This is an optimization exercise on Yosys and OpenROAD, whose aim is small area, not a production implementation. The RTL was checked by simulation tests, not by an equivalence proof against the original design. Power and IR drop assume default switching activity.

run 1:
==> flow/design.v <==
module RISCV(
  input  clock,
  input  reset,
  input  io_rx,
  input  io_readyToReadProgram,
  input  io_runProgram,
  output io_tx,
  output io_idleLED,
  output io_listeningLED,
  output io_runningLED
);
  function [4:0] dbNext(input [4:0] s);
    dbNext = {s[3:0], s[4] ^ s[2] ^ (s[3:0] == 4'd0)};
  endfunction
  function [5:0] cnt6Next(input [5:0] s);
    cnt6Next = {s[5] ^ (s[4:0] == 5'b10000), dbNext(s[4:0])};
  endfunction
  function [3:0] bitNext(input [3:0] s);
    bitNext = {s[2:0], s[3] ^ s[2]};
  endfunction
  localparam [9:0] LZ = 10'h3ff, L867 = 10'h00c, L432 = 10'h042;
  function [9:0] timNext(input [9:0] s);
    timNext = {s[8:0], s[9] ^ s[6]};
  endfunction
  localparam [3:0] RB9 = 4'd13, RB1 = 4'd8, RB0 = 4'd1;
  localparam [3:0] TB11 = 4'd3, TB0 = 4'd1;
  reg readyPrev, runPrev, stRun, stListen, capture;
  wire readyRise = io_readyToReadProgram & ~readyPrev;
  wire runRise = io_runProgram & ~runPrev;
  always @(posedge clock) begin
    if (reset) begin
      readyPrev <= 1'b0;
      runPrev <= 1'b0;
      stRun <= 1'b0;
      stListen <= 1'b0;
      capture <= 1'b0;
    end else begin
      readyPrev <= io_readyToReadProgram;
      runPrev <= io_runProgram;
      stRun <= io_runProgram | (stRun & ~readyRise);
      stListen <= ~io_runProgram & (readyRise | stListen);
      capture <= ~runRise & (readyRise | capture);
    end
  end
  assign io_idleLED = ~stRun & ~stListen;
  assign io_listeningLED = stListen;
  assign io_runningLED = stRun;
  reg s1, s2, fprev;
  reg [7:0] rsh;
  reg [9:0] rcnt;
  reg [3:0] rbits;
  reg rval;
  wire rzero = rcnt == LZ;
  wire falling = ~s2 & fprev;
  reg [5:0] qc;           
  wire full = qc[5];
  wire doEnq = capture & rval & ~full;
  always @(posedge clock) begin
    s1 <= io_rx;
    s2 <= s1;
    fprev <= s2;
    if (rzero & rbits != RB0 & rbits != RB9)
      rsh <= {s2, rsh[7:1]};
    if (reset) begin
      rcnt <= L867;
      rbits <= RB0;
      rval <= 1'b0;
    end else begin
      if (!rzero)
        rcnt <= timNext(rcnt);
      else if (rbits != RB0) begin
        rcnt <= L867;
        rbits <= bitNext(rbits);
      end else if (falling) begin
        rcnt <= L432;
        rbits <= RB9;
      end
      if (rval & ~(capture & full))
        rval <= 1'b0;
      else if (rzero & rbits == RB1)
        rval <= 1'b1;
    end
  end
  reg [5:0] rc;
  reg cpend;
  wire wstay;
  wire clrReq = readyRise | cpend;
  always @(posedge clock) begin
    if (reset)
      qc <= 6'd0;
    else if (doEnq)
      qc <= cnt6Next(qc);
    if (reset) begin
      rc <= 6'd0;
      cpend <= 1'b0;
    end else begin
      if (doEnq)
        rc <= cnt6Next(rc);
      else if (clrReq & ~wstay)
        rc <= 6'd0;
      cpend <= ~doEnq & clrReq & wstay;
    end
  end
  reg [4:0] ph;
  reg clr;
  reg wpend;
  reg [255:0] ring;
  wire [4:0] phNext = dbNext(ph);
  wire commit = wpend & (phNext == rc[4:0]);
  assign wstay = wpend & ~commit;
  wire [7:0] headOld = clr ? 8'd0 : ring[7:0];
  always @(posedge clock) begin
    ring <= {commit ? rsh : headOld, ring[255:8]};
    if (reset) begin
      ph <= 5'd0;
      clr <= 1'b1;
      wpend <= 1'b0;
    end else begin
      ph <= phNext;
      if (ph == 5'b10000)
        clr <= 1'b0;
      if (doEnq)
        wpend <= 1'b1;
      else if (commit)
        wpend <= 1'b0;
    end
  end
  reg sending;
  reg [5:0] idx;
  reg bstate, bpend;
  reg [7:0] bdata;
  wire issue = sending & ~bstate;
  wire [5:0] idxNext = cnt6Next(idx);
  wire eqLow = idxNext[4:0] == rc[4:0];
  wire last = cpend ? (idxNext == 6'd0) : (eqLow & (idxNext[5] == rc[5]));
  wire wmatch = wpend & eqLow;
  always @(posedge clock) begin
    if (reset)
      sending <= 1'b0;
    else if (sending) begin
      if (~bstate & last)
        sending <= 1'b0;
    end else if (runRise)
      sending <= 1'b1;
    if (~sending & runRise)
      idx <= 6'd0;
    else if (issue & ~last)
      idx <= idxNext;
  end
  reg [9:0] tcnt;
  reg [3:0] tbits;
  reg [7:0] tsh;           
  reg tpend;
  wire tzero = tcnt == LZ;
  wire tready = tzero & (tbits == TB0);
  wire take = bstate & tready;
  wire fetchB = bpend & (bdata[4:0] == ph);
  wire fetchT = tpend & (ph == 5'd0);
  wire tstart = tbits == TB11;
  always @(posedge clock) begin
    if (reset)
      bstate <= 1'b0;
    else if (~bstate)
      bstate <= sending;
    else if (tready)
      bstate <= 1'b0;
    if (issue) begin
      bdata <= idx[5] ? 8'd0 : wmatch ? rsh : {3'd0, idx[4:0]};
      bpend <= ~idx[5] & ~wmatch;
    end else if (fetchB) begin
      bdata <= headOld;
      bpend <= 1'b0;
    end
  end
  always @(posedge clock) begin
    if (reset) begin
      tcnt <= LZ;
      tbits <= TB0;
      tsh <= 8'hff;
      tpend <= 1'b0;
    end else begin
      tcnt <= tzero ? L867 : timNext(tcnt);
      if (tzero & tbits != TB0) begin
        if (~tstart)
          tsh <= {1'b1, tsh[7:1]};
        tbits <= bitNext(tbits);
      end else if (take) begin
        tsh <= fetchB ? headOld : bdata;
        tbits <= TB11;
        tpend <= bpend & ~fetchB;
      end else if (fetchT) begin
        tsh <= headOld;
        tpend <= 1'b0;
      end
    end
  end
  assign io_tx = tsh[0] & ~tstart;
endmodule
clock: 10.0 ns
lec_check: 0
cap_margin: 20
core_margin: 2
core_utilization: 40
slew_margin: 20
standard.sh (not shown) runs the stock make flow with config.mk's settings and CLKGATE_MAP_FILE= SYNTH_SCRIPT=/design/flow/synth_recipe.tcl, a recipe that flattens the netlist after the stock synthesis.
==> flow/flow/run.sh <==
#!/bin/bash
# The standard layout (standard.sh) with three changes to how the layout
# is made; the design, clock period and constraints are the standard flow's.
#  1. Synthesis is the standard script (synth_recipe.tcl) with one change:
#     the combinational logic is mapped by ABC with flow/abc_area.script, an
#     area-oriented script (delay-relaxed &nf mapping, then downsizing),
#     instead of ORFS's speed script.  Flip-flops are mapped before ABC runs,
#     so the registers, their names and cells are those of standard synthesis.
#  2. Clock tree synthesis adds no dummy loads and clusters up to 12
#     flip-flops on each clkbuf_4.
#  3. Port buffers use the smallest buffer, sky130_fd_sc_hd__buf_1.
# Each tool's output is in orfs/logs (one log per step) and flow.log.
set -euo pipefail
HERE=$(pwd)
{ head -n 1 synth_recipe.tcl; cat flow/abc_override.tcl; tail -n +2 synth_recipe.tcl; } > my_synth.tcl
sed "s#SYNTH_SCRIPT=[^ ]*synth_recipe.tcl#SYNTH_SCRIPT=$HERE/my_synth.tcl#" standard.sh > my_standard.sh
grep -q "SYNTH_SCRIPT=$HERE/my_synth.tcl" my_standard.sh
export MY_ABC_SCRIPT=$HERE/flow/abc_area.script
export CTS_ARGS="-sink_clustering_enable -repair_clock_nets -dont_use_dummy_load -sink_clustering_size 13 -sink_clustering_max_diameter 40 -buf_list {sky130_fd_sc_hd__clkbuf_4}"
export BUFFER_PORTS_ARGS="-buffer_cell sky130_fd_sc_hd__buf_1"
bash my_standard.sh finish > flow.log 2>&1
==> flow/flow/abc_area.script <==
&get -n
&st
&dch
&nf -R 1000
&put
topo
dnsize -c
==> flow/flow/abc_override.tcl <==
# Give Yosys's abc call (the mapping of the combinational logic) the
# area-oriented script flow/abc_area.script instead of ORFS's speed script.
# Flip-flops are mapped before this step, so they are the standard ones.
proc abc {args} {
  set i [lsearch $args -script]
  if { $i >= 0 } {
    set args [lreplace $args [expr {$i + 1}] [expr {$i + 1}] $::env(MY_ABC_SCRIPT)]
  }
  yosys abc {*}$args
}
Modified inputs, run 2 compared to run 1
diff --git a/flow/flow/run.sh b/flow/flow/run.sh
--- a/flow/flow/run.sh
+++ b/flow/flow/run.sh
@@ -17,5 +17,5 @@
 grep -q "SYNTH_SCRIPT=$HERE/my_synth.tcl" my_standard.sh
 export MY_ABC_SCRIPT=$HERE/flow/abc_area.script
-export CTS_ARGS="-sink_clustering_enable -repair_clock_nets -dont_use_dummy_load -sink_clustering_size 13 -sink_clustering_max_diameter 40 -buf_list {sky130_fd_sc_hd__clkbuf_4}"
+export CTS_ARGS="-sink_clustering_enable -repair_clock_nets -dont_use_dummy_load -sink_clustering_size 14 -sink_clustering_max_diameter 25 -buf_list {sky130_fd_sc_hd__clkbuf_4}"
 export BUFFER_PORTS_ARGS="-buffer_cell sky130_fd_sc_hd__buf_1"
 bash my_standard.sh finish > flow.log 2>&1
Notes after the runs:
- Run 2 reports a lower post-route fraction of the period consumed by the critical path than run 1 does.
- According to the power report, total power for run 2 is higher than for run 1.
- Net total in the final layout, run 2 and run 1: smaller value in run 1
- Summary of run 2 over run 1: least setup slack across all paths after layout shows an increase of 0.035 ns; clock-buffer cell count went up about 80%.
Edits applied to the flow inputs when going from run 2 to run 3:
diff --git a/flow/flow/run.sh b/flow/flow/run.sh
--- a/flow/flow/run.sh
+++ b/flow/flow/run.sh
@@ -17,5 +17,5 @@
 grep -q "SYNTH_SCRIPT=$HERE/my_synth.tcl" my_standard.sh
 export MY_ABC_SCRIPT=$HERE/flow/abc_area.script
-export CTS_ARGS="-sink_clustering_enable -repair_clock_nets -dont_use_dummy_load -sink_clustering_size 14 -sink_clustering_max_diameter 25 -buf_list {sky130_fd_sc_hd__clkbuf_4}"
+export CTS_ARGS="-sink_clustering_enable -repair_clock_nets -dont_use_dummy_load -sink_clustering_size 8 -sink_clustering_max_diameter 30 -buf_list {sky130_fd_sc_hd__clkbuf_2 sky130_fd_sc_hd__clkbuf_4}"
 export BUFFER_PORTS_ARGS="-buffer_cell sky130_fd_sc_hd__buf_1"
 bash my_standard.sh finish > flow.log 2>&1
Results
Run 3: no failed stages, no open violations at the end
For number of fill cells in the layout, run 2 and run 3 come out practically identical.
Re final clock period utilization by the worst path: run 3 is 0.47 points up on run 2.
met2 usage in global routing, run 3 and run 2, lower one = run 3.
Share of the final layout cell area in sequential cells sits higher in run 3 than in run 2.
Via count (run 3 over run 2): decrease, 30
Area of all placed cells without fillers of run 3 falls short of that of run 2 slightly.
Delta (run 3 minus run 2): wire length of the first global-routing pass decreased by 390 um relative to the old numbers; share of layout cells above drive strength 1 fell by 1.8 points.
Taking run 2 as the reference, in run 3 global-route usage went down 0.34 points; detailed-route wire length went down 200 um.
Changes in run 4 relative to run 3:
diff --git a/flow/flow/run.sh b/flow/flow/run.sh
--- a/flow/flow/run.sh
+++ b/flow/flow/run.sh
@@ -17,5 +17,5 @@
 grep -q "SYNTH_SCRIPT=$HERE/my_synth.tcl" my_standard.sh
 export MY_ABC_SCRIPT=$HERE/flow/abc_area.script
-export CTS_ARGS="-sink_clustering_enable -repair_clock_nets -dont_use_dummy_load -sink_clustering_size 8 -sink_clustering_max_diameter 30 -buf_list {sky130_fd_sc_hd__clkbuf_2 sky130_fd_sc_hd__clkbuf_4}"
+export CTS_ARGS="-sink_clustering_enable -repair_clock_nets -dont_use_dummy_load -sink_clustering_size 12 -sink_clustering_max_diameter 40 -buf_list {sky130_fd_sc_hd__clkbuf_4}"
 export BUFFER_PORTS_ARGS="-buffer_cell sky130_fd_sc_hd__buf_1"
 bash my_standard.sh finish > flow.log 2>&1
### Flow results
Run 4 closes out successfully: all stages finished, all timing, DRC and antenna checks passed. Going from run 3 to run 4, length of routed met3 wiring decreased by 13% relative to the old numbers, final area -1.0%, DRC violation total after the first TritonRoute iteration shrank by about 0.43%. [compare] base=run 3 new=run 4: clock buffer count shrank by 13; utilization shrank by 0.45 points. Total power: run 4 better than run 3. Clock tree cell share of total cell area, run 3 and run 4: higher on run 3. | power density of the placed cells | lower: run 4 |. Diff run 4..run 3 | global-route usage | negligible.

[separate check: timing with driven ports]
Ports are ideal in the flow. The routed layouts listed here were re-timed in OpenROAD.
Step 1, drivers: a clkbuf_16 drives clock and a buf_2 each remaining input, both assumed.
Step 2 times the ports against the registers' clock, not the clock port: input delays grow and output delays shrink by t, the midpoint of the rising clock arrivals with the driver on.
Slacks: ideal ports / drivers / drivers and shift; pairs: ideal ports / drivers.
run	shift t [ns]	setup slack, ns	worst setup path at the end	slew at the worst register clock pin (ns)	worst slew at a driven data input, ns
run 1	0.622	6.230 / 6.194 / 6.014	input to register	0.12 / 0.12	0.03
run 2	0.641	6.265 / 6.230 / 5.964	input to register	0.11 / 0.11	0.03
run 3	0.641	6.219 / 6.186 / 6.021	input to register	0.09 / 0.09	0.03
run 4	0.629	6.243 / 6.207 / 6.033	input to register	0.12 / 0.12	0.03
After both steps every run listed still meets setup and hold. For run 2, which loses most, drivers alone change the setup slack by -0.035 ns; drivers and shift together by -0.301 ns.
